From an optimization exercise on the open Yosys and OpenROAD flow, aimed at small area; shortcuts taken in it are not production practice.
The RTL was checked by simulation tests, not by an equivalence proof against the original design.

==> flow/design.v <==
module inc_cond_mppt (
    input wire clk,
    input wire reset,
    input wire start,
    input wire [15:0] voltage_in,
    input wire [15:0] current_in,
    output wire [15:0] duty_cycle,
    output reg mpp_found,
    output wire [15:0] power_out
);
    reg [7:0] duty_hi;    
    reg       duty_mid;   
    reg       duty_lo;    
    assign duty_cycle = {2'b00, duty_hi, {5{duty_mid}}, duty_lo};
    reg calc, upd;
    reg [15:0] v_prev, i_prev;
    always @(posedge clk) begin
        v_prev <= voltage_in;
        i_prev <= current_in;
    end
    wire [15:0] i_same = ~(current_in ^ i_prev);
    wire [15:0] v_same = ~(voltage_in ^ v_prev);
    wire i_eq = &i_same;
    wire [16:0] ic, vc;
    assign ic[0] = 1'b1;
    assign vc[0] = 1'b1;
    genvar q;
    generate for (q = 0; q < 16; q = q + 1) begin : g_cmp
        if (q % 2 == 0) begin : g_even
            assign ic[q+1] = ~(i_same[q] ? ic[q] : current_in[q]);
            assign vc[q+1] = ~(v_same[q] ? vc[q] : voltage_in[q]);
        end else begin : g_odd
            assign ic[q+1] = ~(i_same[q] ? ic[q] : i_prev[q]);
            assign vc[q+1] = ~(v_same[q] ? vc[q] : v_prev[q]);
        end
    end endgenerate
    wire i_ge = ic[16];
    wire v_ge = vc[16];
    wire up = ~(i_ge ^ v_ge);
    wire step = calc & ~i_eq;
    wire [7:0] m = ~(duty_hi ^ {8{up}});
    wire [8:0] t;
    assign t[0] = 1'b1;
    genvar k;
    generate for (k = 0; k < 8; k = k + 1) begin : g_t
        assign t[k+1] = t[k] & m[k];
    end endgenerate
    wire sat = t[8];                        
    wire lo_zero = (duty_hi == 8'd1) & ~duty_lo;  
    wire set_l = sat | (~up & lo_zero);
    always @(posedge clk or posedge reset) begin
        if (reset) begin
            calc <= 1'b0;
            upd <= 1'b0;
            duty_hi <= 8'h80;
            duty_mid <= 1'b0;
            duty_lo <= 1'b0;
            mpp_found <= 1'b0;
        end else begin
            calc <= ~calc & ~upd & start;
            upd <= calc;
            if (calc)
                mpp_found <= i_eq;
            if (step & ~sat)
                duty_hi <= duty_hi ^ t[7:0];
            if (step & set_l) begin
                duty_mid <= up;
                duty_lo <= 1'b1;
            end
        end
    end
    mul24 u_mul (.a(voltage_in), .b(current_in), .p(power_out));
endmodule
module mfa(input a, input b, input c, output s, output co);
  assign {co, s} = a + b + c;
endmodule
module mha(input a, input b, output s, output co);
  assign {co, s} = a + b;
endmodule
module mul24(input [15:0] a, input [15:0] b, output [15:0] p);
  wire [16:0] bx = {b, 1'b0};
  wire [7:0] one, two, neg;
  genvar gk;
  generate for (gk = 0; gk < 8; gk = gk + 1) begin : g_enc
    assign one[gk] = bx[2*gk+1] ^ bx[2*gk];
    assign two[gk] = (bx[2*gk+2] & ~bx[2*gk+1] & ~bx[2*gk]) | (~bx[2*gk+2] & bx[2*gk+1] & bx[2*gk]);
    assign neg[gk] = bx[2*gk+2];
  end endgenerate
  wire [17:0] ax = {1'b0, a, 1'b0};   
  wire bp0_0 = ~(((one[0] & ax[1]) | (two[0] & ax[0])) ^ neg[0]);
  wire bp0_1 = ~(((one[0] & ax[2]) | (two[0] & ax[1])) ^ neg[0]);
  wire bp0_2 = ~(((one[0] & ax[3]) | (two[0] & ax[2])) ^ neg[0]);
  wire bp0_3 = ~(((one[0] & ax[4]) | (two[0] & ax[3])) ^ neg[0]);
  wire bp0_4 = ~(((one[0] & ax[5]) | (two[0] & ax[4])) ^ neg[0]);
  wire bp0_5 = ~(((one[0] & ax[6]) | (two[0] & ax[5])) ^ neg[0]);
  wire bp0_6 = ~(((one[0] & ax[7]) | (two[0] & ax[6])) ^ neg[0]);
  wire bp0_7 = ~(((one[0] & ax[8]) | (two[0] & ax[7])) ^ neg[0]);
  wire bp0_8 = ~(((one[0] & ax[9]) | (two[0] & ax[8])) ^ neg[0]);
  wire bp0_9 = ~(((one[0] & ax[10]) | (two[0] & ax[9])) ^ neg[0]);
  wire bp0_10 = ~(((one[0] & ax[11]) | (two[0] & ax[10])) ^ neg[0]);
  wire bp0_11 = ~(((one[0] & ax[12]) | (two[0] & ax[11])) ^ neg[0]);
  wire bp0_12 = ~(((one[0] & ax[13]) | (two[0] & ax[12])) ^ neg[0]);
  wire bp0_13 = ~(((one[0] & ax[14]) | (two[0] & ax[13])) ^ neg[0]);
  wire bp0_14 = ~(((one[0] & ax[15]) | (two[0] & ax[14])) ^ neg[0]);
  wire bp0_15 = ~(((one[0] & ax[16]) | (two[0] & ax[15])) ^ neg[0]);
  wire bp0_16 = ~(((one[0] & ax[17]) | (two[0] & ax[16])) ^ neg[0]);
  wire bp1_0 = ~(((one[1] & ax[1]) | (two[1] & ax[0])) ^ neg[1]);
  wire bp1_1 = ~(((one[1] & ax[2]) | (two[1] & ax[1])) ^ neg[1]);
  wire bp1_2 = ~(((one[1] & ax[3]) | (two[1] & ax[2])) ^ neg[1]);
  wire bp1_3 = ~(((one[1] & ax[4]) | (two[1] & ax[3])) ^ neg[1]);
  wire bp1_4 = ~(((one[1] & ax[5]) | (two[1] & ax[4])) ^ neg[1]);
  wire bp1_5 = ~(((one[1] & ax[6]) | (two[1] & ax[5])) ^ neg[1]);
  wire bp1_6 = ~(((one[1] & ax[7]) | (two[1] & ax[6])) ^ neg[1]);
  wire bp1_7 = ~(((one[1] & ax[8]) | (two[1] & ax[7])) ^ neg[1]);
  wire bp1_8 = ~(((one[1] & ax[9]) | (two[1] & ax[8])) ^ neg[1]);
  wire bp1_9 = ~(((one[1] & ax[10]) | (two[1] & ax[9])) ^ neg[1]);
  wire bp1_10 = ~(((one[1] & ax[11]) | (two[1] & ax[10])) ^ neg[1]);
  wire bp1_11 = ~(((one[1] & ax[12]) | (two[1] & ax[11])) ^ neg[1]);
  wire bp1_12 = ~(((one[1] & ax[13]) | (two[1] & ax[12])) ^ neg[1]);
  wire bp1_13 = ~(((one[1] & ax[14]) | (two[1] & ax[13])) ^ neg[1]);
  wire bp1_14 = ~(((one[1] & ax[15]) | (two[1] & ax[14])) ^ neg[1]);
  wire bp1_15 = ~(((one[1] & ax[16]) | (two[1] & ax[15])) ^ neg[1]);
  wire bp1_16 = ~(((one[1] & ax[17]) | (two[1] & ax[16])) ^ neg[1]);
  wire bp2_0 = ~(((one[2] & ax[1]) | (two[2] & ax[0])) ^ neg[2]);
  wire bp2_1 = ~(((one[2] & ax[2]) | (two[2] & ax[1])) ^ neg[2]);
  wire bp2_2 = ~(((one[2] & ax[3]) | (two[2] & ax[2])) ^ neg[2]);
  wire bp2_3 = ~(((one[2] & ax[4]) | (two[2] & ax[3])) ^ neg[2]);
  wire bp2_4 = ~(((one[2] & ax[5]) | (two[2] & ax[4])) ^ neg[2]);
  wire bp2_5 = ~(((one[2] & ax[6]) | (two[2] & ax[5])) ^ neg[2]);
  wire bp2_6 = ~(((one[2] & ax[7]) | (two[2] & ax[6])) ^ neg[2]);
  wire bp2_7 = ~(((one[2] & ax[8]) | (two[2] & ax[7])) ^ neg[2]);
  wire bp2_8 = ~(((one[2] & ax[9]) | (two[2] & ax[8])) ^ neg[2]);
  wire bp2_9 = ~(((one[2] & ax[10]) | (two[2] & ax[9])) ^ neg[2]);
  wire bp2_10 = ~(((one[2] & ax[11]) | (two[2] & ax[10])) ^ neg[2]);
  wire bp2_11 = ~(((one[2] & ax[12]) | (two[2] & ax[11])) ^ neg[2]);
  wire bp2_12 = ~(((one[2] & ax[13]) | (two[2] & ax[12])) ^ neg[2]);
  wire bp2_13 = ~(((one[2] & ax[14]) | (two[2] & ax[13])) ^ neg[2]);
  wire bp2_14 = ~(((one[2] & ax[15]) | (two[2] & ax[14])) ^ neg[2]);
  wire bp2_15 = ~(((one[2] & ax[16]) | (two[2] & ax[15])) ^ neg[2]);
  wire bp2_16 = ~(((one[2] & ax[17]) | (two[2] & ax[16])) ^ neg[2]);
  wire bp3_0 = ~(((one[3] & ax[1]) | (two[3] & ax[0])) ^ neg[3]);
  wire bp3_1 = ~(((one[3] & ax[2]) | (two[3] & ax[1])) ^ neg[3]);
  wire bp3_2 = ~(((one[3] & ax[3]) | (two[3] & ax[2])) ^ neg[3]);
  wire bp3_3 = ~(((one[3] & ax[4]) | (two[3] & ax[3])) ^ neg[3]);
  wire bp3_4 = ~(((one[3] & ax[5]) | (two[3] & ax[4])) ^ neg[3]);
  wire bp3_5 = ~(((one[3] & ax[6]) | (two[3] & ax[5])) ^ neg[3]);
  wire bp3_6 = ~(((one[3] & ax[7]) | (two[3] & ax[6])) ^ neg[3]);
  wire bp3_7 = ~(((one[3] & ax[8]) | (two[3] & ax[7])) ^ neg[3]);
  wire bp3_8 = ~(((one[3] & ax[9]) | (two[3] & ax[8])) ^ neg[3]);
  wire bp3_9 = ~(((one[3] & ax[10]) | (two[3] & ax[9])) ^ neg[3]);
  wire bp3_10 = ~(((one[3] & ax[11]) | (two[3] & ax[10])) ^ neg[3]);
  wire bp3_11 = ~(((one[3] & ax[12]) | (two[3] & ax[11])) ^ neg[3]);
  wire bp3_12 = ~(((one[3] & ax[13]) | (two[3] & ax[12])) ^ neg[3]);
  wire bp3_13 = ~(((one[3] & ax[14]) | (two[3] & ax[13])) ^ neg[3]);
  wire bp3_14 = ~(((one[3] & ax[15]) | (two[3] & ax[14])) ^ neg[3]);
  wire bp3_15 = ~(((one[3] & ax[16]) | (two[3] & ax[15])) ^ neg[3]);
  wire bp3_16 = ~(((one[3] & ax[17]) | (two[3] & ax[16])) ^ neg[3]);
  wire bp4_0 = ~(((one[4] & ax[1]) | (two[4] & ax[0])) ^ neg[4]);
  wire bp4_1 = ~(((one[4] & ax[2]) | (two[4] & ax[1])) ^ neg[4]);
  wire bp4_2 = ~(((one[4] & ax[3]) | (two[4] & ax[2])) ^ neg[4]);
  wire bp4_3 = ~(((one[4] & ax[4]) | (two[4] & ax[3])) ^ neg[4]);
  wire bp4_4 = ~(((one[4] & ax[5]) | (two[4] & ax[4])) ^ neg[4]);
  wire bp4_5 = ~(((one[4] & ax[6]) | (two[4] & ax[5])) ^ neg[4]);
  wire bp4_6 = ~(((one[4] & ax[7]) | (two[4] & ax[6])) ^ neg[4]);
  wire bp4_7 = ~(((one[4] & ax[8]) | (two[4] & ax[7])) ^ neg[4]);
  wire bp4_8 = ~(((one[4] & ax[9]) | (two[4] & ax[8])) ^ neg[4]);
  wire bp4_9 = ~(((one[4] & ax[10]) | (two[4] & ax[9])) ^ neg[4]);
  wire bp4_10 = ~(((one[4] & ax[11]) | (two[4] & ax[10])) ^ neg[4]);
  wire bp4_11 = ~(((one[4] & ax[12]) | (two[4] & ax[11])) ^ neg[4]);
  wire bp4_12 = ~(((one[4] & ax[13]) | (two[4] & ax[12])) ^ neg[4]);
  wire bp4_13 = ~(((one[4] & ax[14]) | (two[4] & ax[13])) ^ neg[4]);
  wire bp4_14 = ~(((one[4] & ax[15]) | (two[4] & ax[14])) ^ neg[4]);
  wire bp4_15 = ~(((one[4] & ax[16]) | (two[4] & ax[15])) ^ neg[4]);
  wire bp5_0 = ~(((one[5] & ax[1]) | (two[5] & ax[0])) ^ neg[5]);
  wire bp5_1 = ~(((one[5] & ax[2]) | (two[5] & ax[1])) ^ neg[5]);
  wire bp5_2 = ~(((one[5] & ax[3]) | (two[5] & ax[2])) ^ neg[5]);
  wire bp5_3 = ~(((one[5] & ax[4]) | (two[5] & ax[3])) ^ neg[5]);
  wire bp5_4 = ~(((one[5] & ax[5]) | (two[5] & ax[4])) ^ neg[5]);
  wire bp5_5 = ~(((one[5] & ax[6]) | (two[5] & ax[5])) ^ neg[5]);
  wire bp5_6 = ~(((one[5] & ax[7]) | (two[5] & ax[6])) ^ neg[5]);
  wire bp5_7 = ~(((one[5] & ax[8]) | (two[5] & ax[7])) ^ neg[5]);
  wire bp5_8 = ~(((one[5] & ax[9]) | (two[5] & ax[8])) ^ neg[5]);
  wire bp5_9 = ~(((one[5] & ax[10]) | (two[5] & ax[9])) ^ neg[5]);
  wire bp5_10 = ~(((one[5] & ax[11]) | (two[5] & ax[10])) ^ neg[5]);
  wire bp5_11 = ~(((one[5] & ax[12]) | (two[5] & ax[11])) ^ neg[5]);
  wire bp5_12 = ~(((one[5] & ax[13]) | (two[5] & ax[12])) ^ neg[5]);
  wire bp5_13 = ~(((one[5] & ax[14]) | (two[5] & ax[13])) ^ neg[5]);
  wire bp6_0 = ~(((one[6] & ax[1]) | (two[6] & ax[0])) ^ neg[6]);
  wire bp6_1 = ~(((one[6] & ax[2]) | (two[6] & ax[1])) ^ neg[6]);
  wire bp6_2 = ~(((one[6] & ax[3]) | (two[6] & ax[2])) ^ neg[6]);
  wire bp6_3 = ~(((one[6] & ax[4]) | (two[6] & ax[3])) ^ neg[6]);
  wire bp6_4 = ~(((one[6] & ax[5]) | (two[6] & ax[4])) ^ neg[6]);
  wire bp6_5 = ~(((one[6] & ax[6]) | (two[6] & ax[5])) ^ neg[6]);
  wire bp6_6 = ~(((one[6] & ax[7]) | (two[6] & ax[6])) ^ neg[6]);
  wire bp6_7 = ~(((one[6] & ax[8]) | (two[6] & ax[7])) ^ neg[6]);
  wire bp6_8 = ~(((one[6] & ax[9]) | (two[6] & ax[8])) ^ neg[6]);
  wire bp6_9 = ~(((one[6] & ax[10]) | (two[6] & ax[9])) ^ neg[6]);
  wire bp6_10 = ~(((one[6] & ax[11]) | (two[6] & ax[10])) ^ neg[6]);
  wire bp6_11 = ~(((one[6] & ax[12]) | (two[6] & ax[11])) ^ neg[6]);
  wire bp7_0 = ~(((one[7] & ax[1]) | (two[7] & ax[0])) ^ neg[7]);
  wire bp7_1 = ~(((one[7] & ax[2]) | (two[7] & ax[1])) ^ neg[7]);
  wire bp7_2 = ~(((one[7] & ax[3]) | (two[7] & ax[2])) ^ neg[7]);
  wire bp7_3 = ~(((one[7] & ax[4]) | (two[7] & ax[3])) ^ neg[7]);
  wire bp7_4 = ~(((one[7] & ax[5]) | (two[7] & ax[4])) ^ neg[7]);
  wire bp7_5 = ~(((one[7] & ax[6]) | (two[7] & ax[5])) ^ neg[7]);
  wire bp7_6 = ~(((one[7] & ax[7]) | (two[7] & ax[6])) ^ neg[7]);
  wire bp7_7 = ~(((one[7] & ax[8]) | (two[7] & ax[7])) ^ neg[7]);
  wire bp7_8 = ~(((one[7] & ax[9]) | (two[7] & ax[8])) ^ neg[7]);
  wire bp7_9 = ~(((one[7] & ax[10]) | (two[7] & ax[9])) ^ neg[7]);
  wire bq0 = ~(a[0] & b[15]);
  wire bq1 = ~(a[1] & b[15]);
  wire bq2 = ~(a[2] & b[15]);
  wire bq3 = ~(a[3] & b[15]);
  wire bq4 = ~(a[4] & b[15]);
  wire bq5 = ~(a[5] & b[15]);
  wire bq6 = ~(a[6] & b[15]);
  wire bq7 = ~(a[7] & b[15]);
  wire s1, c2;
  mfa f2 (.a(~neg[1]), .b(bp0_2), .c(bp1_0), .s(s1), .co(c2));
  wire s3, c4;
  mfa f4 (.a(bp0_3), .b(bp1_1), .c(c2), .s(s3), .co(c4));
  wire s5, c6;
  mfa f6 (.a(~neg[2]), .b(bp0_4), .c(bp1_2), .s(s5), .co(c6));
  wire s7, c8;
  mfa f8 (.a(bp2_0), .b(s5), .c(c4), .s(s7), .co(c8));
  wire s9, c10;
  mfa f10 (.a(bp0_5), .b(bp1_3), .c(bp2_1), .s(s9), .co(c10));
  wire s11, c12;
  mfa f12 (.a(c6), .b(s9), .c(c8), .s(s11), .co(c12));
  wire s13, c14;
  mfa f14 (.a(~neg[3]), .b(bp0_6), .c(bp1_4), .s(s13), .co(c14));
  wire s15, c16;
  mfa f16 (.a(bp2_2), .b(bp3_0), .c(c10), .s(s15), .co(c16));
  wire s17, c18;
  mfa f18 (.a(s13), .b(s15), .c(c12), .s(s17), .co(c18));
  wire s19, c20;
  mfa f20 (.a(bp0_7), .b(bp1_5), .c(bp2_3), .s(s19), .co(c20));
  wire s21, c22;
  mfa f22 (.a(bp3_1), .b(c14), .c(s19), .s(s21), .co(c22));
  wire s23, c24;
  mfa f24 (.a(c16), .b(s21), .c(c18), .s(s23), .co(c24));
  wire s25, c26;
  mfa f26 (.a(~neg[4]), .b(bp0_8), .c(bp1_6), .s(s25), .co(c26));
  wire s27, c28;
  mfa f28 (.a(bp2_4), .b(bp3_2), .c(bp4_0), .s(s27), .co(c28));
  wire s29, c30;
  mfa f30 (.a(c20), .b(s25), .c(s27), .s(s29), .co(c30));
  wire s31, c32;
  assign s31 = ~(c22 ^ s29);
  assign c32 = c22 | s29;
  wire s33, c34;
  mfa f34 (.a(bp0_9), .b(bp1_7), .c(bp2_5), .s(s33), .co(c34));
  wire s35, c36;
  mfa f36 (.a(bp3_3), .b(bp4_1), .c(c26), .s(s35), .co(c36));
  wire s37, c38;
  mfa f38 (.a(c28), .b(s33), .c(c30), .s(s37), .co(c38));
  wire s39, c40;
  mfa f40 (.a(s35), .b(c32), .c(s37), .s(s39), .co(c40));
  wire s41, c42;
  mfa f42 (.a(~neg[5]), .b(bp0_10), .c(bp1_8), .s(s41), .co(c42));
  wire s43, c44;
  mfa f44 (.a(bp2_6), .b(bp3_4), .c(bp4_2), .s(s43), .co(c44));
  wire s45, c46;
  mfa f46 (.a(bp5_0), .b(c34), .c(s41), .s(s45), .co(c46));
  wire s47, c48;
  mfa f48 (.a(s43), .b(c36), .c(s45), .s(s47), .co(c48));
  wire s49, c50;
  mfa f50 (.a(c38), .b(s47), .c(c40), .s(s49), .co(c50));
  wire s51, c52;
  mfa f52 (.a(bp0_11), .b(bp1_9), .c(bp2_7), .s(s51), .co(c52));
  wire s53, c54;
  mfa f54 (.a(bp3_5), .b(bp4_3), .c(bp5_1), .s(s53), .co(c54));
  wire s55, c56;
  mfa f56 (.a(c42), .b(c44), .c(s51), .s(s55), .co(c56));
  wire s57, c58;
  mfa f58 (.a(s53), .b(c46), .c(s55), .s(s57), .co(c58));
  wire s59, c60;
  assign s59 = ~(c48 ^ s57);
  assign c60 = c48 | s57;
  wire s61, c62;
  mfa f62 (.a(~neg[6]), .b(bp0_12), .c(bp1_10), .s(s61), .co(c62));
  wire s63, c64;
  mfa f64 (.a(bp2_8), .b(bp3_6), .c(bp4_4), .s(s63), .co(c64));
  wire s65, c66;
  mfa f66 (.a(bp5_2), .b(bp6_0), .c(c52), .s(s65), .co(c66));
  wire s67, c68;
  mfa f68 (.a(c54), .b(s61), .c(s63), .s(s67), .co(c68));
  wire s69, c70;
  mfa f70 (.a(c56), .b(s65), .c(s67), .s(s69), .co(c70));
  wire s71, c72;
  mfa f72 (.a(c58), .b(s69), .c(c60), .s(s71), .co(c72));
  wire s73, c74;
  mfa f74 (.a(bp0_13), .b(bp1_11), .c(bp2_9), .s(s73), .co(c74));
  wire s75, c76;
  mfa f76 (.a(bp3_7), .b(bp4_5), .c(bp5_3), .s(s75), .co(c76));
  wire s77, c78;
  mfa f78 (.a(bp6_1), .b(c62), .c(c64), .s(s77), .co(c78));
  wire s79, c80;
  mfa f80 (.a(s73), .b(s75), .c(c66), .s(s79), .co(c80));
  wire s81, c82;
  mfa f82 (.a(c68), .b(s77), .c(s79), .s(s81), .co(c82));
  wire s83, c84;
  mfa f84 (.a(c70), .b(s81), .c(c72), .s(s83), .co(c84));
  wire s85, c86;
  mfa f86 (.a(~neg[7]), .b(bp0_14), .c(bp1_12), .s(s85), .co(c86));
  wire s87, c88;
  mfa f88 (.a(bp2_10), .b(bp3_8), .c(bp4_6), .s(s87), .co(c88));
  wire s89, c90;
  mfa f90 (.a(bp5_4), .b(bp6_2), .c(bp7_0), .s(s89), .co(c90));
  wire s91, c92;
  mfa f92 (.a(c74), .b(c76), .c(s85), .s(s91), .co(c92));
  wire s93, c94;
  mfa f94 (.a(s87), .b(s89), .c(c78), .s(s93), .co(c94));
  wire s95, c96;
  mfa f96 (.a(s91), .b(c80), .c(s93), .s(s95), .co(c96));
  wire s97, c98;
  assign s97 = ~(c82 ^ s95);
  assign c98 = c82 | s95;
  wire s99, c100;
  mfa f100 (.a(bp0_15), .b(bp1_13), .c(bp2_11), .s(s99), .co(c100));
  wire s101, c102;
  mfa f102 (.a(bp3_9), .b(bp4_7), .c(bp5_5), .s(s101), .co(c102));
  wire s103, c104;
  mfa f104 (.a(bp6_3), .b(bp7_1), .c(c86), .s(s103), .co(c104));
  wire s105, c106;
  mfa f106 (.a(c88), .b(c90), .c(s101), .s(s105), .co(c106));
  wire s107, c108;
  mfa f108 (.a(s99), .b(c92), .c(s103), .s(s107), .co(c108));
  wire s109, c110;
  mfa f110 (.a(s105), .b(c94), .c(s107), .s(s109), .co(c110));
  wire s111, c112;
  mfa f112 (.a(c96), .b(s109), .c(c98), .s(s111), .co(c112));
  wire s113, c114;
  mfa f114 (.a(bq0), .b(bp0_16), .c(bp1_14), .s(s113), .co(c114));
  wire s115, c116;
  mfa f116 (.a(bp2_12), .b(bp3_10), .c(bp4_8), .s(s115), .co(c116));
  wire s117, c118;
  mfa f118 (.a(bp5_6), .b(bp6_4), .c(bp7_2), .s(s117), .co(c118));
  wire s119, c120;
  mfa f120 (.a(c100), .b(c102), .c(s113), .s(s119), .co(c120));
  wire s121, c122;
  mfa f122 (.a(s115), .b(s117), .c(c104), .s(s121), .co(c122));
  wire s123, c124;
  mfa f124 (.a(c106), .b(s119), .c(c108), .s(s123), .co(c124));
  wire s125, c126;
  mfa f126 (.a(s121), .b(c110), .c(s123), .s(s125), .co(c126));
  wire s127, c128;
  mha h128 (.a(neg[0]), .b(bq1), .s(s127), .co(c128));
  wire s129, c130;
  mfa f130 (.a(bp1_15), .b(bp2_13), .c(bp3_11), .s(s129), .co(c130));
  wire s131, c132;
  mfa f132 (.a(bp4_9), .b(bp5_7), .c(bp6_5), .s(s131), .co(c132));
  wire s133, c134;
  mfa f134 (.a(bp7_3), .b(s127), .c(c114), .s(s133), .co(c134));
  wire s135, c136;
  mfa f136 (.a(c116), .b(c118), .c(s129), .s(s135), .co(c136));
  wire s137, c138;
  mfa f138 (.a(s131), .b(c120), .c(s133), .s(s137), .co(c138));
  wire s139, c140;
  mfa f140 (.a(s135), .b(c122), .c(s137), .s(s139), .co(c140));
  wire s141, c142;
  assign s141 = ~(c124 ^ s139);
  assign c142 = c124 | s139;
  wire s143, c144;
  mha h144 (.a(bq2), .b(bp1_16), .s(s143), .co(c144));
  wire s145, c146;
  mfa f146 (.a(bp2_14), .b(bp3_12), .c(bp4_10), .s(s145), .co(c146));
  wire s147, c148;
  mfa f148 (.a(bp5_8), .b(bp6_6), .c(bp7_4), .s(s147), .co(c148));
  wire s149, c150;
  mfa f150 (.a(c128), .b(c130), .c(c132), .s(s149), .co(c150));
  wire s151, c152;
  mfa f152 (.a(s143), .b(s145), .c(s147), .s(s151), .co(c152));
  wire s153, c154;
  mfa f154 (.a(c134), .b(c136), .c(s149), .s(s153), .co(c154));
  wire s155, c156;
  mfa f156 (.a(s151), .b(c138), .c(s153), .s(s155), .co(c156));
  wire s157, c158;
  mfa f158 (.a(c140), .b(s155), .c(c142), .s(s157), .co(c158));
  wire s159, c160;
  mfa f160 (.a(neg[1]), .b(bq3), .c(bp2_15), .s(s159), .co(c160));
  wire s161, c162;
  mfa f162 (.a(bp3_13), .b(bp4_11), .c(bp5_9), .s(s161), .co(c162));
  wire s163, c164;
  mfa f164 (.a(bp6_7), .b(bp7_5), .c(c144), .s(s163), .co(c164));
  wire s165, c166;
  mfa f166 (.a(c146), .b(c148), .c(s159), .s(s165), .co(c166));
  wire s167, c168;
  mfa f168 (.a(s161), .b(c150), .c(c152), .s(s167), .co(c168));
  wire s169, c170;
  mfa f170 (.a(s163), .b(s165), .c(c154), .s(s169), .co(c170));
  wire s171, c172;
  mfa f172 (.a(s167), .b(c156), .c(s169), .s(s171), .co(c172));
  wire s173, c174;
  mha h174 (.a(bq4), .b(bp2_16), .s(s173), .co(c174));
  wire s175, c176;
  mfa f176 (.a(bp3_14), .b(bp4_12), .c(bp5_10), .s(s175), .co(c176));
  wire s177, c178;
  mfa f178 (.a(bp6_8), .b(bp7_6), .c(c160), .s(s177), .co(c178));
  wire s179, c180;
  mfa f180 (.a(c162), .b(s173), .c(s175), .s(s179), .co(c180));
  wire s181, c182;
  mfa f182 (.a(c164), .b(c166), .c(s177), .s(s181), .co(c182));
  wire s183, c184;
  mfa f184 (.a(s179), .b(c168), .c(s181), .s(s183), .co(c184));
  wire s185, c186;
  assign s185 = ~(c170 ^ s183);
  assign c186 = c170 | s183;
  wire s187, c188;
  mfa f188 (.a(neg[2]), .b(bq5), .c(bp3_15), .s(s187), .co(c188));
  wire s189, c190;
  mfa f190 (.a(bp4_13), .b(bp5_11), .c(bp6_9), .s(s189), .co(c190));
  wire s191, c192;
  mfa f192 (.a(bp7_7), .b(c174), .c(c176), .s(s191), .co(c192));
  wire s193, c194;
  mfa f194 (.a(s187), .b(s189), .c(c178), .s(s193), .co(c194));
  wire s195, c196;
  mfa f196 (.a(c180), .b(s191), .c(c182), .s(s195), .co(c196));
  wire s197, c198;
  mfa f198 (.a(s193), .b(c184), .c(s195), .s(s197), .co(c198));
  wire s199, c200;
  mha h200 (.a(bq6), .b(bp3_16), .s(s199), .co(c200));
  wire s201, c202;
  mfa f202 (.a(bp4_14), .b(bp5_12), .c(bp6_10), .s(s201), .co(c202));
  wire s203, c204;
  mfa f204 (.a(bp7_8), .b(c188), .c(c190), .s(s203), .co(c204));
  wire s205, c206;
  mfa f206 (.a(s199), .b(s201), .c(c192), .s(s205), .co(c206));
  wire s207, c208;
  mfa f208 (.a(s203), .b(c194), .c(s205), .s(s207), .co(c208));
  wire s209, c210;
  assign s209 = ~(c196 ^ s207);
  assign c210 = c196 | s207;
  wire x211 = ~(neg[3] ^ bp4_15 ^ bp5_13 ^ bp6_11 ^ bp7_9 ^ bq7 ^ c200 ^ c202 ^ c204 ^ c206 ^ c208 ^ c210);
  wire [23:0] rx = {x211, s209, c186, s185, s171, s157, s141, s125, s111, s97, s83, s71, s59, s49, s39, s31, s23, s17, s11, s7, s3, s1, bp0_1, ~neg[0]};
  wire [23:0] ry = {1'b1, c198, s197, c172, c158, 1'b1, c126, c112, 1'b1, c84, 1'b1, 1'b1, c50, 1'b1, 1'b1, c24, 1'b1, 1'b1, 1'b1, 1'b1, 1'b1, 1'b1, 1'b1, bp0_0};
  wire [23:0] g0 = rx & ry;
  wire [23:0] p0 = rx ^ ry;
  wire pg212 = g0[0] | (p0[0] & 1'b1);
  wire pg214 = g0[2] | (p0[2] & g0[1]);
  wire pp215 = p0[2] & p0[1];
  wire pg216 = g0[4] | (p0[4] & g0[3]);
  wire pp217 = p0[4] & p0[3];
  wire pg218 = g0[6] | (p0[6] & g0[5]);
  wire pp219 = p0[6] & p0[5];
  wire pg220 = g0[8] | (p0[8] & g0[7]);
  wire pp221 = p0[8] & p0[7];
  wire pg222 = g0[10] | (p0[10] & g0[9]);
  wire pp223 = p0[10] & p0[9];
  wire pg224 = g0[12] | (p0[12] & g0[11]);
  wire pp225 = p0[12] & p0[11];
  wire pg226 = g0[14] | (p0[14] & g0[13]);
  wire pp227 = p0[14] & p0[13];
  wire pg228 = g0[16] | (p0[16] & g0[15]);
  wire pp229 = p0[16] & p0[15];
  wire pg230 = g0[18] | (p0[18] & g0[17]);
  wire pp231 = p0[18] & p0[17];
  wire pg232 = g0[20] | (p0[20] & g0[19]);
  wire pp233 = p0[20] & p0[19];
  wire pg234 = g0[22] | (p0[22] & g0[21]);
  wire pp235 = p0[22] & p0[21];
  wire pg236 = pg214 | (pp215 & pg212);
  wire pg238 = pg218 | (pp219 & pg216);
  wire pp239 = pp219 & pp217;
  wire pg240 = pg222 | (pp223 & pg220);
  wire pp241 = pp223 & pp221;
  wire pg242 = pg226 | (pp227 & pg224);
  wire pp243 = pp227 & pp225;
  wire pg244 = pg230 | (pp231 & pg228);
  wire pp245 = pp231 & pp229;
  wire pg246 = pg234 | (pp235 & pg232);
  wire pp247 = pp235 & pp233;
  wire pg248 = pg238 | (pp239 & pg236);
  wire pg250 = pg242 | (pp243 & pg240);
  wire pp251 = pp243 & pp241;
  wire pg252 = pg246 | (pp247 & pg244);
  wire pp253 = pp247 & pp245;
  wire pg254 = pg250 | (pp251 & pg248);
  wire pg256 = pg252 | (pp253 & pg254);
  wire pg258 = pg240 | (pp241 & pg248);
  wire pg260 = pg244 | (pp245 & pg254);
  wire pg262 = pg216 | (pp217 & pg236);
  wire pg264 = pg220 | (pp221 & pg248);
  wire pg266 = pg224 | (pp225 & pg258);
  wire pg268 = pg228 | (pp229 & pg254);
  wire pg270 = pg232 | (pp233 & pg260);
  wire pg272 = g0[1] | (p0[1] & pg212);
  wire pg274 = g0[3] | (p0[3] & pg236);
  wire pg276 = g0[5] | (p0[5] & pg262);
  wire pg278 = g0[7] | (p0[7] & pg248);
  wire pg280 = g0[9] | (p0[9] & pg264);
  wire pg282 = g0[11] | (p0[11] & pg258);
  wire pg284 = g0[13] | (p0[13] & pg266);
  wire pg286 = g0[15] | (p0[15] & pg254);
  wire pg288 = g0[17] | (p0[17] & pg268);
  wire pg290 = g0[19] | (p0[19] & pg260);
  wire pg292 = g0[21] | (p0[21] & pg270);
  wire pg294 = g0[23] | (p0[23] & pg256);
  wire [15:0] hc = {pg256, pg292, pg270, pg290, pg260, pg288, pg268, pg286, pg254, pg284, pg266, pg282, pg258, pg280, pg264, pg278};
  assign p = ~(p0[23:8] ^ hc);
endmodule
==> flow/flow/run.sh <==
#!/bin/bash
# Layout flow: the standard ORFS flow, except that
#  - the adder cells mfa/mha of the RTL are mapped straight onto the
#    sky130 full/half adder cells (map.py), and Yosys's own full-adder
#    extraction is off (the design's adders are already explicit),
#  - ABC uses an area-oriented mapping script (abc.script),
#  - port buffers use the smallest buffer cell.
# Each tool's output goes to a log in this folder (make.log, orfs/logs/).
set -euo pipefail
W=$(pwd)
F=$W/flow
python3 $F/map.py $W/design.v $W/design_mapped.v
sed "s#^\(\s*\)log_cmd abc {\*}\$abc_args#\1log_cmd abc {*}[lreplace \$abc_args 1 1 $F/abc.script]#" \
  $FLOW_HOME/scripts/synth.tcl > $W/flow_synth.tcl
grep -q "lreplace" $W/flow_synth.tcl
sed "s#source \$::env(SCRIPTS_DIR)/synth.tcl#source $W/flow_synth.tcl#" $W/synth_recipe.tcl > $W/flow_synth_recipe.tcl
grep -q "flow_synth.tcl" $W/flow_synth_recipe.tcl
sed "s#^export VERILOG_FILES = .*#export VERILOG_FILES = $W/design_mapped.v#" $W/config.mk > $W/flow_config.mk
source $F/settings.sh
make -C $FLOW_HOME DESIGN_CONFIG=$W/flow_config.mk WORK_HOME=$W/orfs CLKGATE_MAP_FILE= \
  SYNTH_SCRIPT=$W/flow_synth_recipe.tcl ADDER_MAP_FILE= \
  "${MAKE_ARGS[@]}" finish > $W/make.log 2>&1
: # left out here: write the final layout as DEF
==> flow/flow/abc.script <==
strash
dch -f
map -a
topo
stime -c
==> flow/flow/map.py <==
#!/usr/bin/env python3
# Replace the bodies of the adder modules mfa/mha with sky130 cells.
import re, sys
src = open(sys.argv[1]).read()
cells = {
    'mfa': "  sky130_fd_sc_hd__fa_1 u (.A(a), .B(b), .CIN(c), .SUM(s), .COUT(co));\n",
    'mha': "  sky130_fd_sc_hd__ha_1 u (.A(a), .B(b), .SUM(s), .COUT(co));\n",
}
def rep(m):
    name, ports = m.group(1), m.group(2)
    if name in cells:
        return f"module {name}({ports});\n{cells[name]}endmodule"
    return m.group(0)
out = re.sub(r"module\s+(\w+)\s*\(([^;]*?)\);(.*?)endmodule", rep, src, flags=re.S)
open(sys.argv[2], 'w').write(out)
==> flow/flow/place_pre.tcl <==
# Buffer every input and output port (as the standard flow does), with a
# buffer cell sized for each side: inputs drive many loads, outputs one pin.
buffer_ports -inputs -buffer_cell sky130_fd_sc_hd__buf_1
buffer_ports -outputs -buffer_cell sky130_fd_sc_hd__buf_1
==> flow/flow/settings.sh <==
MAKE_ARGS=(CAP_MARGIN=20 CORE_MARGIN=2 CORE_UTILIZATION=40 SLEW_MARGIN=20
DONT_BUFFER_PORTS=1 PRE_GLOBAL_PLACE_TCL=$F/place_pre.tcl
"MIN_BUF_CELL_AND_PORTS=sky130_fd_sc_hd__buf_1 A X"
"GPL_TIMING_DRIVEN=0"
"CTS_BUF_LIST=sky130_fd_sc_hd__clkbuf_8"
"SYNTH_INSBUF=0"
)
==> flow/standard.sh <==
#!/bin/bash
# synth_recipe.tcl (not shown) runs the flow's synth.tcl, then flattens the netlist and writes it again
# the make line also repeats each setting of config.mk as NAME=value (left out here)
make -C /OpenROAD-flow-scripts/flow DESIGN_CONFIG=/design/flow/config.mk WORK_HOME=/design/flow/orfs CLKGATE_MAP_FILE= SYNTH_SCRIPT=/design/flow/synth_recipe.tcl "${@:-finish}"
==> flow/config.mk <==
export PLATFORM = sky130hd
export DESIGN_NAME = inc_cond_mppt
export DESIGN_NICKNAME = inc_cond_mppt
export VERILOG_FILES = /design/flow/design.v
export SDC_FILE = /design/flow/constraint.sdc
export NUM_CORES = 4
export LEC_CHECK = 0
export CAP_MARGIN = 20
export CORE_MARGIN = 2
export CORE_UTILIZATION = 40
export SLEW_MARGIN = 20
==> flow/constraint.sdc <==
create_clock -name core_clock -period 10.0 [get_ports {clk}]
set_input_delay 2.0000 -clock core_clock [delete_from_list [all_inputs] [get_ports {clk}]]
set_output_delay 2.0000 -clock core_clock [all_outputs]
set_load 0.01 [all_outputs]
==> results.ini, run 1 <==
[critical_path]
worstPathRequired_ns = 8.00
worstPathArrival_ns = 7.59
crit_type = in2out
crit_start = current_in[5]
cp-end-kind = output port
start_kind = primary input
r2r_start = v_prev[1]
worstPathMaxFanout = 15

[die]
io_pins = 68
die_y_um = 130
rows = 45
initial_core_util_pct = 41.2
dieArea_mm2 = 0.0168
die_x_um = 130
core_mm2 = 0.0153

[sta]
drv_slew = 0
max-slew-margin-rel_pct = 51.4
clock_skew_ns = 0.0126
fmax_mhz = 104
finalHoldViolCount = 0
setup_viol = 0
worstMarginPinSlew_ns = 0.729
period_share_pct = 95.9
hold_ws_ns = 0.409
period_minus_slack_ns = 9.59

[clock_network]
cts_tree = yes
htree_levels = 2
root_buffer = clkbuf_8
clock-sinks = 45
holdBufCountCts = 0
clkSlewWorstSetupHoldPaths_ns = 0.09
clock_path_buffers = 2
clk-insertion-delay-late_ns = 0.30
cts-buffers-inserted = 5

[synth]
synthTopCellsByArea = fa_1 30%, xor2_1 19%, o22ai_1 11%, dfxtp_1 10%, nand2_1 5.1%
syn_area_mm2 = 0.00631
async_flop_share_pct = 28.9
ys.flop_type = dfxtp_1
synth_common_cells = 136 x xor2_1, 114 x o22ai_1, 95 x fa_1, 86 x nand2_1, 68 x clkinv_1
yosysSeqAreaShare_pct = 15.3
synth_top_area_share_pct = 30.2
synth_edf_count = 0
yosysTopAreaCell = fa_1
synth.distinct_cells = 30
yosys_warnings = 1
syn_inst = 705
avgSynthCellArea_um2 = 8.94
synth_most_common_cell = xor2_1
synth_seq_cells = 45

[cells_and_area]
drive_gt1_share_pct = 8.13
diodes = 0
fin_area_mm2 = 0.00714
area_growth_syn_to_layout_pct = 13.2
fin_nets = 920

[placement]
place_congestion = 0.834
place_area_mm2 = 0.00683
port_buffers = 65
hpwl_um = 12400

[drt]
post_drt_wl_per_cell_um = 16.7
first_iter_violations = 408
drc = 0
wl_um = 16600
detail-route-antenna-nets = 0
vias = 5347
dr.pass1.iters = 4
viasPerCell = 5.36

[min_path]
hold_start = upd
hold_class = reg2reg

[grt]
grt_antenna_before_repair = 0
gr-total-overflow = 0
grt_first_pass_wirelength_um = 27000
grt_max_degree = 22
track_usage_pct = 20.3
grt_pass1_vias = 5313

[flow_run]
maxCapViolCount = 0

[run_status]
run_status = no timing/DRC/antenna violations

==> registers in the layout, indices dropped and copies added (netlist names) <==
name	flops
calc	1
duty_hi	8
duty_lo	1
duty_mid	1
i_prev	16
mpp_found	1
upd	1
v_prev	16
==> routing by layer <==
layer  global-route usage [%]  vias up  wire length [µm]
li1                         -     2573                 -
met1                     28.3     2582              7390
met2                     34.3      171              8050
met3                     2.31       21               967
met4                     4.43        0               214
met5                        0        -                 0
==> stage by stage <==
step	utilization, %	setup slack [ns]	TNS (ns)	instances
finish	46.6	0.405	0	998
global route	46.6	-0.0141	-0.0260	998
CTS	45.4	0.0245	0	990
detailed placement	44.6	-0.456	-1.41	982
global placement	44.5	-0.527	-1.76	982
floorplan	-	0.817	0	706
==> final cells by class <==
type | instances | area, µm²
clock buffers | 5 | 68.8
inverters | 68 | 313
clock inverters | 3 | 38.8
multi-input cells | 593 | 5160
fillers | 1578 | 8180
well taps | 211 | 264
flip-flops and latches | 45 | 967
repair buffers | 73 | 322
==> cell usage in the layout (no fill, tap or decap), drive strengths merged, types with 2 or more instances in the layout <==
master,netlist,routed
a2111oi,3,3
a21oi,16,16
a22oi,4,4
and2,4,4
buf,0,69
clkbuf,0,9
clkinv,68,54
clkinvlp,0,12
conb,1,2
dfrtp,12,12
dfxtp,32,32
fa,95,95
ha,4,4
inv,0,4
maj3,14,14
nand2,86,86
nand3,3,3
nand4,2,2
nor2,59,59
nor3,3,3
nor4,4,4
o211ai,2,2
o21a,3,3
o21ai,14,14
o21bai,3,3
o22ai,114,114
or2,6,6
xnor2,12,12
xor2,136,136
==> what timing repair did <==
action | in CTS | in global routing
cloned | 0 | 0
setup endpoints to repair | 5 | 7
gates resized for setup | 14 | 31
buffers inserted | 0 | 8
==> final timing paths <==
kind / slack, ns / end / cells after the start
worst min-delay path: 0.41 / calc / 1
worst min register to register: 0.41 / calc / 1
worst max register to register: 2.46 / duty_hi[5] / 30
max in group asynchronous: 8.07 / duty_hi[7] / 2
min in group asynchronous: 1.62 / mpp_found / 2
worst max-delay path: 0.41 / power_out[15] / 24
==> worst max-delay path: stages <==
cell,delay (ns)
clkbuf_2,0.21
nor2_1,0.10
nand2_1,0.08
o21a_2,0.41
o22ai_1,0.14
xor2_1,0.19
fa_1,0.43
fa_1,0.40
fa_1,0.51
fa_1,0.42
or2_2,0.33
fa_1,0.38
and2_2,0.20
nor2_1,0.20
clkinv_1,0.13
nor3_1,0.26
a2111oi_2,0.14
nor2_1,0.15
clkinv_1,0.11
o211ai_1,0.30
nand3_1,0.11
nand2_1,0.09
xor2_1,0.14
buf_1,0.16
==> cells by family (layout without fill, tap and decap cells) <==
| logic type | count (synthesis) | after routing | synth area share, % |
|---|---|---|---|
| AO/OA/AOI/OAI | 162 | 162 | 15.9 |
| AND/OR/NAND/NOR | 168 | 168 | 10.9 |
| buffers and inverters | 68 | 149 | 4.05 |
| XOR/XNOR | 148 | 148 | 20.6 |
| other | 1 | 2 | 0.0595 |
| adder cells (fa/ha/maj) | 113 | 113 | 33.2 |
| flip-flops | 45 | 45 | 15.3 |
==> inputs of run 2 (changes only) <==
--- a/flow/flow/settings.sh
+++ b/flow/flow/settings.sh
@@ -6,2 +6,3 @@
 "SYNTH_INSBUF=0"
+"RECOVER_POWER=100"
 )
==> results.ini, run 2 <==
[synth]
synthMuxAreaShare_pct = 0  ; unchanged
synth_top_family_by_area = adder cells
synth_most_common_cell = xor2_1
synthTopCellsByArea = fa_1 30%, xor2_1 19%, o22ai_1 11%, dfxtp_1 10%, nand2_1 5.1%
synth.distinct_cells = 30  ; unchanged
synth_xor_area_share_pct = 20.6  ; unchanged
synth_top_area_share_pct = 30.2  ; unchanged
yosys.area_share.simple_pct = 10.9  ; unchanged
synth_common_cells = 136 x xor2_1, 114 x o22ai_1, 95 x fa_1, 86 x nand2_1, 68 x clkinv_1
yosysSeqAreaShare_pct = 15.3  ; unchanged
syn_area_mm2 = 0.00631  ; unchanged
ys.flop_type = dfxtp_1
synth_seq_cells = 45  ; unchanged
yosys_warnings = 1  ; unchanged
syn_inst = 705  ; unchanged
synth_edf_count = 0  ; unchanged
async_flop_share_pct = 28.9  ; unchanged
yosysTopAreaCell = fa_1
avgSynthCellArea_um2 = 8.94  ; unchanged
synth_compound_area_share_pct = 15.9  ; unchanged
synthAdderAreaFrac_pct = 33.2  ; unchanged

[die]
io_pins = 68  ; unchanged
die_x_um = 130  ; unchanged
core_mm2 = 0.0153  ; unchanged
initial_core_util_pct = 41.2  ; unchanged
rows = 45  ; unchanged
dieArea_mm2 = 0.0168  ; unchanged
die_y_um = 130  ; unchanged

[run_status]
run_status = no timing/DRC/antenna violations

[clock_network]
clkSlewWorstSetupHoldPaths_ns = 0.09  ; about the same
clock-sinks = 45  ; unchanged
root_buffer = clkbuf_8
clk-insertion-delay-late_ns = 0.30  ; about the same
cts-buffers-inserted = 5  ; unchanged
clock_path_buffers = 2  ; unchanged
htree_levels = 2  ; unchanged
cts_tree = yes

[drt]
dr.pass1.iters = 5  ; +1
vias = 5367  ; +0.37%
drc = 0  ; unchanged
detail-route-antenna-nets = 0  ; unchanged
viasPerCell = 5.38  ; +0.37%
post_drt_wl_per_cell_um = 16.6  ; -0.11%
first_iter_violations = 404  ; -0.98%
wl_um = 16600  ; -0.11%

[critical_path]
start_kind = primary input
worstPathMaxFanout = 15  ; unchanged
r2r_slack_ns = 2.46  ; about the same
crit_type = in2out
worstPathRequired_ns = 8.00  ; about the same
cp-end-kind = output port
r2r_start = v_prev[1]
worstPathArrival_ns = 7.59  ; about the same
crit_start = current_in[5]
rr_endpoint = duty_hi[5]
rr_worst_depth = 30  ; unchanged

[min_path]
hold_start = upd
min_path_cells = 1  ; unchanged
hold_end = calc
hold_class = reg2reg

[cells_and_area]
diodes = 0  ; unchanged
fin_nets = 920  ; unchanged
mostFrequentLayoutCell = xor2_1
final_cell_mix = 136 x xor2_1, 114 x o22ai_1, 95 x fa_1
fin_area_mm2 = 0.00714  ; unchanged
drive_gt1_share_pct = 8.13  ; unchanged
top_regs = i_prev x16, v_prev x16, duty_hi x8
fin_cells = 998  ; unchanged
area_growth_syn_to_layout_pct = 13.2  ; unchanged

[placement]
dp_cells = 982  ; unchanged
place_area_mm2 = 0.00683  ; unchanged
port_buffers = 65  ; unchanged
hpwl_um = 12400  ; unchanged
place_congestion = 0.834  ; unchanged

[sta]
max-slew-margin-rel_pct = 51.1  ; -0.27 points
period_share_pct = 95.9  ; about the same
period_minus_slack_ns = 9.59  ; -0.00749 ns
setup_viol = 0  ; unchanged
clock_skew_ns = 0.0126  ; -0.0000907 ns
finalHoldViolCount = 0  ; unchanged
worstMarginPinSlew_ns = 0.733  ; +0.00411 ns
drv_slew = 0  ; unchanged
fmax_mhz = 104  ; about the same
hold_ws_ns = 0.409  ; +0.00000100 ns
fin_setup_tns_ns = 0  ; unchanged

[grt]
grt_max_degree = 22  ; unchanged
gr-total-overflow = 0  ; unchanged
grt_first_pass_wirelength_um = 27000  ; unchanged
track_usage_pct = 20.3  ; unchanged
grt_pass1_vias = 5313  ; unchanged
grt_antenna_before_repair = 0  ; unchanged

[flow_run]
maxCapViolCount = 0  ; unchanged

[run 2: cell counts after synthesis]
Identical to the previous run, type by type.
[run 2: per-stage QoR]
step	setup WS, ns	utilization (%)
after floorplan	0.817	-
after global placement	-0.527	44.5
after detailed placement	-0.456	44.6
after CTS	0.0245	45.4
after global routing	-0.0141	46.6
final	0.413	46.6
[run 2: how the worst max path moves through the flow]
stage,endpoint,slack (ns)
final,power_out[15],0.41
after detailed placement,power_out[14],-0.46
after floorplan,power_out[14],0.82
after CTS,power_out[14],0.02
after global placement,power_out[14],-0.53
after global routing,power_out[15],-0.01
[run 2: timing repair]
| item | 4_1_cts | 5_1_grt |
|---|---|---|
| endpoints found under the hold margin | 0 | 0 |
| endpoints found under the setup margin | 5 | 7 |
| hold buffers | 0 | 0 |
| resized for setup | 14 | 31 |
| setup buffers | 0 | 8 |
[run 2: kinds of logic after synthesis]
group                      count (synthesis)
and+or+nand+nor                          168
DFF                                       45
buffers and inverters                     68
other                                      1
xor gates and xnor gates                 148
AOI/OAI and AO/OA                        162
adders and majority gates                113
[run 2: area by class of cell]
class                           instances  area (µm²)
Fill cell                            1578        8180
Multi-Input combinational cell        593        5160
Sequential cell                        45         967
Timing Repair Buffer                   73         322
Inverter                               68         313
Tap cell                              211         264
Clock buffer                            5        68.8
Clock inverter                          3        38.8
[run 2: critical path, cell delays in order]
cell,delay [ns]
clkbuf_2,0.21
nor2_1,0.10
nand2_1,0.08
o21a_2,0.40
o22ai_1,0.14
xor2_1,0.19
fa_1,0.43
fa_1,0.40
fa_1,0.51
fa_1,0.42
or2_2,0.33
fa_1,0.38
and2_2,0.20
nor2_1,0.20
clkinv_1,0.13
nor3_1,0.26
a2111oi_2,0.14
nor2_1,0.15
clkinv_1,0.11
o211ai_1,0.30
nand3_1,0.11
nand2_1,0.09
xor2_1,0.14
buf_1,0.16
[run 2: layer usage]
metal,share of wire [%],wire (µm),vias up,GRT usage (%)
met3,6.6,1100,25,2.31
met2,48,7970,195,34.3
met1,44,7290,2566,28.3
met5,0,0,-,0
li1,-,-,2581,-
met4,1.4,235,0,4.43
==> inputs of run 3 (changes only) <==
--- a/flow/flow/settings.sh
+++ b/flow/flow/settings.sh
@@ -6,3 +6,3 @@
 "SYNTH_INSBUF=0"
-"RECOVER_POWER=100"
+"SETUP_SLACK_MARGIN=-0.25"
 )
==> results.ini, run 3 <==
[synth]
avgSynthCellArea_um2 = 8.94  ; unchanged
synth_compound_area_share_pct = 15.9  ; unchanged
yosys_warnings = 1  ; unchanged
synthMuxAreaShare_pct = 0  ; unchanged
synth_edf_count = 0  ; unchanged
synth.distinct_cells = 30  ; unchanged
synth_most_common_cell = xor2_1
synth_xor_area_share_pct = 20.6  ; unchanged
yosysSeqAreaShare_pct = 15.3  ; unchanged
yosysTopAreaCell = fa_1
synth_common_cells = 136 x xor2_1, 114 x o22ai_1, 95 x fa_1, 86 x nand2_1, 68 x clkinv_1
syn_inst = 705  ; unchanged
syn_area_mm2 = 0.00631  ; unchanged
yosys.area_share.simple_pct = 10.9  ; unchanged
synthTopCellsByArea = fa_1 30%, xor2_1 19%, o22ai_1 11%, dfxtp_1 10%, nand2_1 5.1%
ys.flop_type = dfxtp_1
synth_top_area_share_pct = 30.2  ; unchanged
synth_seq_cells = 45  ; unchanged
async_flop_share_pct = 28.9  ; unchanged
synth_top_family_by_area = adder cells
synthAdderAreaFrac_pct = 33.2  ; unchanged

[sta]
drv_slew = 0  ; unchanged
clock_skew_ns = 0.00914  ; -0.00342 ns
period_minus_slack_ns = 9.84  ; +0.253 ns
max-slew-margin-rel_pct = 47.5  ; -3.6 points
period_share_pct = 98.4  ; +2.5 points
worstMarginPinSlew_ns = 0.787  ; +0.0542 ns
setup_viol = 0  ; unchanged
finalWorstSetupSlack_ns = 0.160  ; -0.253 ns
finalHoldViolCount = 0  ; unchanged
fmax_mhz = 102  ; -2.6%
hold_ws_ns = 0.408  ; -0.000630 ns

[drt]
first_iter_violations = 385  ; -4.7%
viasPerCell = 5.40  ; +0.35%
vias = 5391  ; +0.45%
drc = 0  ; unchanged
wl_met2_um = 7990  ; +0.23%
met1_length_um = 7280  ; -0.12%
post_drt_wl_per_cell_um = 16.6  ; about the same
detail-route-antenna-nets = 0  ; unchanged
wl_um = 16600  ; about the same
dr.pass1.iters = 5  ; unchanged
route.met3.wl_um = 1050  ; -4.6%
top_layer = met4

[grt]
grt_pass1_vias = 5309  ; -0.075%
grt_antenna_before_repair = 0  ; unchanged
grt_first_pass_wirelength_um = 27000  ; about the same
grt_max_degree = 22  ; unchanged
track_usage_pct = 20.3  ; unchanged
gr-total-overflow = 0  ; unchanged

[clock_network]
cts-buffers-inserted = 5  ; unchanged
clock_path_buffers = 2  ; unchanged
clock-sinks = 45  ; unchanged
root_buffer = clkbuf_8
htree_levels = 2  ; unchanged
cts_tree = yes
clkSlewWorstSetupHoldPaths_ns = 0.09  ; about the same
clk-insertion-delay-late_ns = 0.30  ; about the same

[placement]
place_congestion = 0.834  ; unchanged
port_buffers = 65  ; unchanged
hpwl_um = 12400  ; unchanged
pre_cts_slack_ns = -0.456  ; unchanged
dp_cells = 982  ; unchanged

[critical_path]
crit_end = power_out[15]
worstPathRequired_ns = 8.00  ; about the same
rr_endpoint = duty_hi[5]
worstPathArrival_ns = 7.84  ; +0.25 ns
cp-end-kind = output port
crit_type = in2out
crit_start = current_in[13]
r2r_slack_ns = 2.48  ; +0.02 ns
worstPathMaxFanout = 15  ; unchanged
start_kind = primary input
r2r_start = v_prev[1]
rr_worst_depth = 30  ; unchanged

[cells_and_area]
area_growth_syn_to_layout_pct = 12.2
fin_nets = 921  ; +0.11%
mostFrequentLayoutCell = xor2_1
final_util_pct = 46.2  ; -0.38 points
drive_gt1_share_pct = 6.73  ; -1.4 points
fin_cells = 999  ; +0.10%
diodes = 0  ; unchanged
final_cell_mix = 136 x xor2_1, 114 x o22ai_1, 95 x fa_1
nFillCells = 1592  ; +0.89%
top_regs = i_prev x16, v_prev x16, duty_hi x8

[min_path]
hold_class = reg2reg

[die]
core_mm2 = 0.0153  ; unchanged
dieArea_mm2 = 0.0168  ; unchanged
initial_core_util_pct = 41.2  ; unchanged
rows = 45  ; unchanged
io_pins = 68  ; unchanged
die_y_um = 130  ; unchanged
die_x_um = 130  ; unchanged

[run_status]
run_status = no timing/DRC/antenna violations

[flow_run]
maxCapViolCount = 0  ; unchanged

run 3: cell counts after synthesis:
No cell type changed its count.
run 3: through the flow:
stage / cell area, µm² / setup TNS, ns
final: 7080 / 0
after global routing: 7080 / -0.687
after floorplan: 6310 / 0
after detailed placement: 6830 / -1.41
after CTS: 6940 / -0.472
after global placement: 6820 / -1.76
run 3: cell families after synthesis:
kind of cell,Yosys count
and+or+nand+nor,168
xor gates and xnor gates,148
buffers and inverters,68
AOI/OAI and AO/OA,162
DFF,45
other,1
adders and majority gates,113
run 3: worst max-delay path: stages:
cell        delay (ns)
buf_1             0.33
clkinvlp_4        0.52
nor2_1            0.31
nor2_1            0.10
nand2_1           0.08
xor2_1            0.35
fa_1              0.51
fa_1              0.53
fa_1              0.42
or2_2             0.34
fa_1              0.38
and2_2            0.20
nor2_1            0.20
clkinv_1          0.13
nor3_1            0.26
a2111oi_2         0.14
nor2_1            0.15
clkinv_1          0.11
o211ai_1          0.30
nand3_1           0.11
nand2_1           0.09
xor2_1            0.14
buf_1             0.16
run 3: worst min path at each step:
| stage | start | end | cells after the start |
|---|---|---|---|
| after CTS | upd | calc | 1 |
| final | upd | calc | 1 |
| after detailed placement | upd | calc | 1 |
| after global routing | upd | calc | 1 |
| after global placement | upd | calc | 1 |
| after floorplan | upd | calc | 1 |
run 3: final cells by class:
| type | count | area [µm²] | share of cell area (%) |
|---|---|---|---|
| clock inverter | 3 | 38.8 | 0.548 |
| multi-input combinational | 593 | 5130 | 72.5 |
| timing repair buffer | 74 | 312 | 4.40 |
| inverter | 68 | 295 | 4.17 |
| sequential | 45 | 967 | 13.7 |
| clock buffer | 5 | 68.8 | 0.972 |
| tap | 211 | 264 | 3.73 |
run 3: repair_timing:
| item | CTS | global route |
|---|---|---|
| hold buffers | 0 | 0 |
| buffers inserted | 0 | 9 |
| resized for setup | 4 | 21 |
| setup endpoints to repair | 3 | 6 |
run 3: layer usage:
| metal | vias to the layer above | track usage, % |
|---|---|---|
| li1 | 2578 | - |
| met1 | 2581 | 28.4 |
| met2 | 198 | 34.3 |
| met3 | 34 | 2.31 |
| met4 | 0 | 4.43 |
| met5 | - | 0 |
==> inputs of run 4 (changes only) <==
--- a/flow/flow/settings.sh
+++ b/flow/flow/settings.sh
@@ -6,3 +6,3 @@
 "SYNTH_INSBUF=0"
-"SETUP_SLACK_MARGIN=-0.25"
+"SETUP_SLACK_MARGIN=-0.15"
 )
==> results.ini, run 4 <==
[synth]
yosysSeqAreaShare_pct = 15.3  ; unchanged
synthTopCellsByArea = fa_1 30%, xor2_1 19%, o22ai_1 11%, dfxtp_1 10%, nand2_1 5.1%
yosysTopAreaCell = fa_1
synth.distinct_cells = 30  ; unchanged
synth_seq_cells = 45  ; unchanged
avgSynthCellArea_um2 = 8.94  ; unchanged
synth_most_common_cell = xor2_1
syn_inst = 705  ; unchanged
yosys_warnings = 1  ; unchanged
synth_common_cells = 136 x xor2_1, 114 x o22ai_1, 95 x fa_1, 86 x nand2_1, 68 x clkinv_1
syn_area_mm2 = 0.00631  ; unchanged
ys.flop_type = dfxtp_1
synth_top_area_share_pct = 30.2  ; unchanged
synth_edf_count = 0  ; unchanged
async_flop_share_pct = 28.9  ; unchanged

[clock_network]
clock-sinks = 45  ; unchanged
root_buffer = clkbuf_8
htree_levels = 2  ; unchanged
cts_tree = yes
cts-buffers-inserted = 5  ; unchanged
clkSlewWorstSetupHoldPaths_ns = 0.09  ; about the same
clk-insertion-delay-late_ns = 0.30  ; about the same
clock_path_buffers = 2  ; unchanged
holdBufCountCts = 0  ; unchanged

[sta]
drv_slew = 0  ; unchanged
max-slew-margin-rel_pct = 46.9  ; -0.59 points
fmax_mhz = 103  ; +0.91%
hold_ws_ns = 0.409  ; +0.000514 ns
setup_viol = 0  ; unchanged
clock_skew_ns = 0.0104  ; +0.00129 ns
period_minus_slack_ns = 9.75  ; -0.0883 ns
worstMarginPinSlew_ns = 0.796  ; +0.00892 ns
finalWorstSetupSlack_ns = 0.248  ; +0.0883 ns
period_share_pct = 97.5  ; -0.88 points
finalHoldViolCount = 0  ; unchanged

[critical_path]
r2r_slack_ns = 2.47  ; about the same
worstPathArrival_ns = 7.75  ; -0.09 ns
worstPathMaxFanout = 13  ; -2
worstPathRequired_ns = 8.00  ; about the same
critPathMaxStageDelay_ns = 0.64  ; +0.11 ns
r2r_start = v_prev[1]
rr_endpoint = duty_hi[5]
cpMostUsedCell = fa_1
cp-end-kind = output port
critical_path.cell_chain = buf_1 > nor2_1 > a21oi_2 > o22ai_1 > xor2_1 > fa_1 > fa_1 > fa_1 > fa_1 > fa_1 > and2_2 > nor2_1 > clkinv_1 > nor3_1 > a2111oi_2 > nor2_1 > clkinv_1 > o211ai_1 > nand3_1 > nand2_1 > xor2_1 > buf_1
crit_type = in2out
start_kind = primary input
cpLargestDelayFamily = adder cells
rr_worst_depth = 30  ; unchanged
path_buf_inv = 4  ; -1
slowest_stage = a21oi_2

[drt]
post_drt_wl_per_cell_um = 16.6  ; about the same
vias = 5373  ; -0.33%
dr.pass1.iters = 4  ; -1
wl_met2_um = 8040  ; +0.55%
viasPerCell = 5.38  ; -0.23%
wl_um = 16600  ; about the same
met1_length_um = 7350  ; +0.92%
route.met3.wl_um = 987  ; -5.8%
first_iter_violations = 394  ; +2.3%
top_layer = met4
drc = 0  ; unchanged
detail-route-antenna-nets = 0  ; unchanged

[grt]
grt_pass1_vias = 5309  ; unchanged
gr-total-overflow = 0  ; unchanged
grt_antenna_before_repair = 0  ; unchanged
grt_first_pass_wirelength_um = 27000  ; unchanged
track_usage_pct = 20.3  ; unchanged
grt_max_degree = 22  ; unchanged

[cells_and_area]
top_regs = i_prev x16, v_prev x16, duty_hi x8
nFillCells = 1591  ; -0.063%
drive_gt1_share_pct = 7.37  ; +0.64 points
final_util_pct = 46.2  ; about the same
diodes = 0  ; unchanged
fin_nets = 920  ; -0.11%
mostFrequentLayoutCell = xor2_1
area_growth_syn_to_layout_pct = 12.3  ; about the same
final_cell_mix = 136 x xor2_1, 114 x o22ai_1, 95 x fa_1

[placement]
port_buffers = 65  ; unchanged
pre_cts_slack_ns = -0.456  ; unchanged
hpwl_um = 12400  ; unchanged
place_congestion = 0.834  ; unchanged

[run_status]
run_status = no timing/DRC/antenna violations

[min_path]
hold_end = calc
min_path_cells = 1  ; unchanged
hold_start = upd
hold_class = reg2reg

[die]
rows = 45  ; unchanged
die_y_um = 130  ; unchanged
initial_core_util_pct = 41.2  ; unchanged
core_mm2 = 0.0153  ; unchanged
dieArea_mm2 = 0.0168  ; unchanged
die_x_um = 130  ; unchanged
io_pins = 68  ; unchanged

[flow_run]
maxCapViolCount = 0  ; unchanged

[run 4: metrics by stage]
| stage | setup TNS, ns | instance area (µm²) | std cells |
|---|---|---|---|
| finish | 0 | 7080 | 998 |
| global route | -0.278 | 7080 | 998 |
| CTS | -0.242 | 6940 | 990 |
| detailed placement | -1.41 | 6830 | 982 |
| global placement | -1.76 | 6820 | 982 |
| floorplan | 0 | 6310 | 706 |
[run 4: worst register-to-register path, delay by kind of cell (launching register included)]
kind | cells | cell delay (ns)
xor+xnor | 1 | 0.15
fa+ha+maj | 14 | 4.81
buf+inv | 3 | 0.36
compound gates | 3 | 0.42
simple gates | 9 | 1.38
flops | 1 | 0.31
[run 4: final cells by class]
class                   count  area [µm²]  share of cell area (%)
inverters                  68         295                    4.17
clock inverters             3        38.8                   0.548
multi-input cells         593        5140                    72.5
repair buffers             73         310                    4.38
flip-flops and latches     45         967                    13.7
clock buffers               5        68.8                   0.972
well taps                 211         264                    3.73
[run 4: what timing repair did]
action | in CTS | in global routing
buffers inserted | 0 | 8
setup endpoints to repair | 4 | 7
gates resized for setup | 7 | 26
[run 4: how the worst max path moves through the flow]
stage                        startpoint  depth (start not counted)            end
after detailed placement  current_in[0]                         25  power_out[14]
after global placement    current_in[7]                         22  power_out[14]
after floorplan           current_in[0]                         23  power_out[14]
after global routing      current_in[9]                         21  power_out[15]
final                     current_in[9]                         22  power_out[15]
after CTS                 current_in[7]                         20  power_out[14]
[run 4: cells by family (layout without fill, tap and decap cells)]
kind of cell	after synthesis	in the layout	share of synthesized area (%)
xor+xnor	148	148	20.6
flops	45	45	15.3
compound gates	162	162	15.9
fa+ha+maj	113	113	33.2
buf+inv	68	149	4.05
simple gates	168	168	10.9
other cells	1	2	0.0595
[run 4: per-layer routing]
| metal | vias up | GRT usage (%) |
|---|---|---|
| met1 | 2601 | 28.4 |
| met2 | 172 | 34.3 |
| li1 | 2574 | - |
| met4 | 0 | 4.43 |
| met5 | - | 0 |
| met3 | 26 | 2.31 |

afterwards: timing with drivers on the ports:
The results above use ideal ports. As a check the final layouts listed here were re-extracted and re-timed, cells and wires unchanged. Step 1, drivers: a clkbuf_16 drives clk and a buf_2 each remaining input, both assumed. Step 2 times the ports against the registers' clock, not the clock port: input delays grow and output delays shrink by t, the midpoint of the rising clock arrivals with the driver on. a / b / c = no drivers / after step 1 / after step 2; a / b = the first two.
run | t, ns | setup WS [ns] | clock arrival spread, ns | worst slew at a driven data input, ns | pins driven straight from the clock port
run 1 | 0.321 | 0.405 / 0.374 / 0.263 | 0.012 / 0.013 | 0.05 | 1
run 2 | 0.321 | 0.413 / 0.381 / 0.261 | 0.012 / 0.013 | 0.05 | 1
run 3 | 0.318 | 0.160 / 0.122 / 0.122 | 0.009 / 0.009 | 0.05 | 1
run 4 | 0.320 | 0.248 / 0.227 / 0.227 | 0.011 / 0.010 | 0.05 | 1
After both steps setup and hold are still met in every run listed. The setup slack of run 2, which loses most, moves by -0.032 ns with the drivers and by -0.152 ns with both steps.
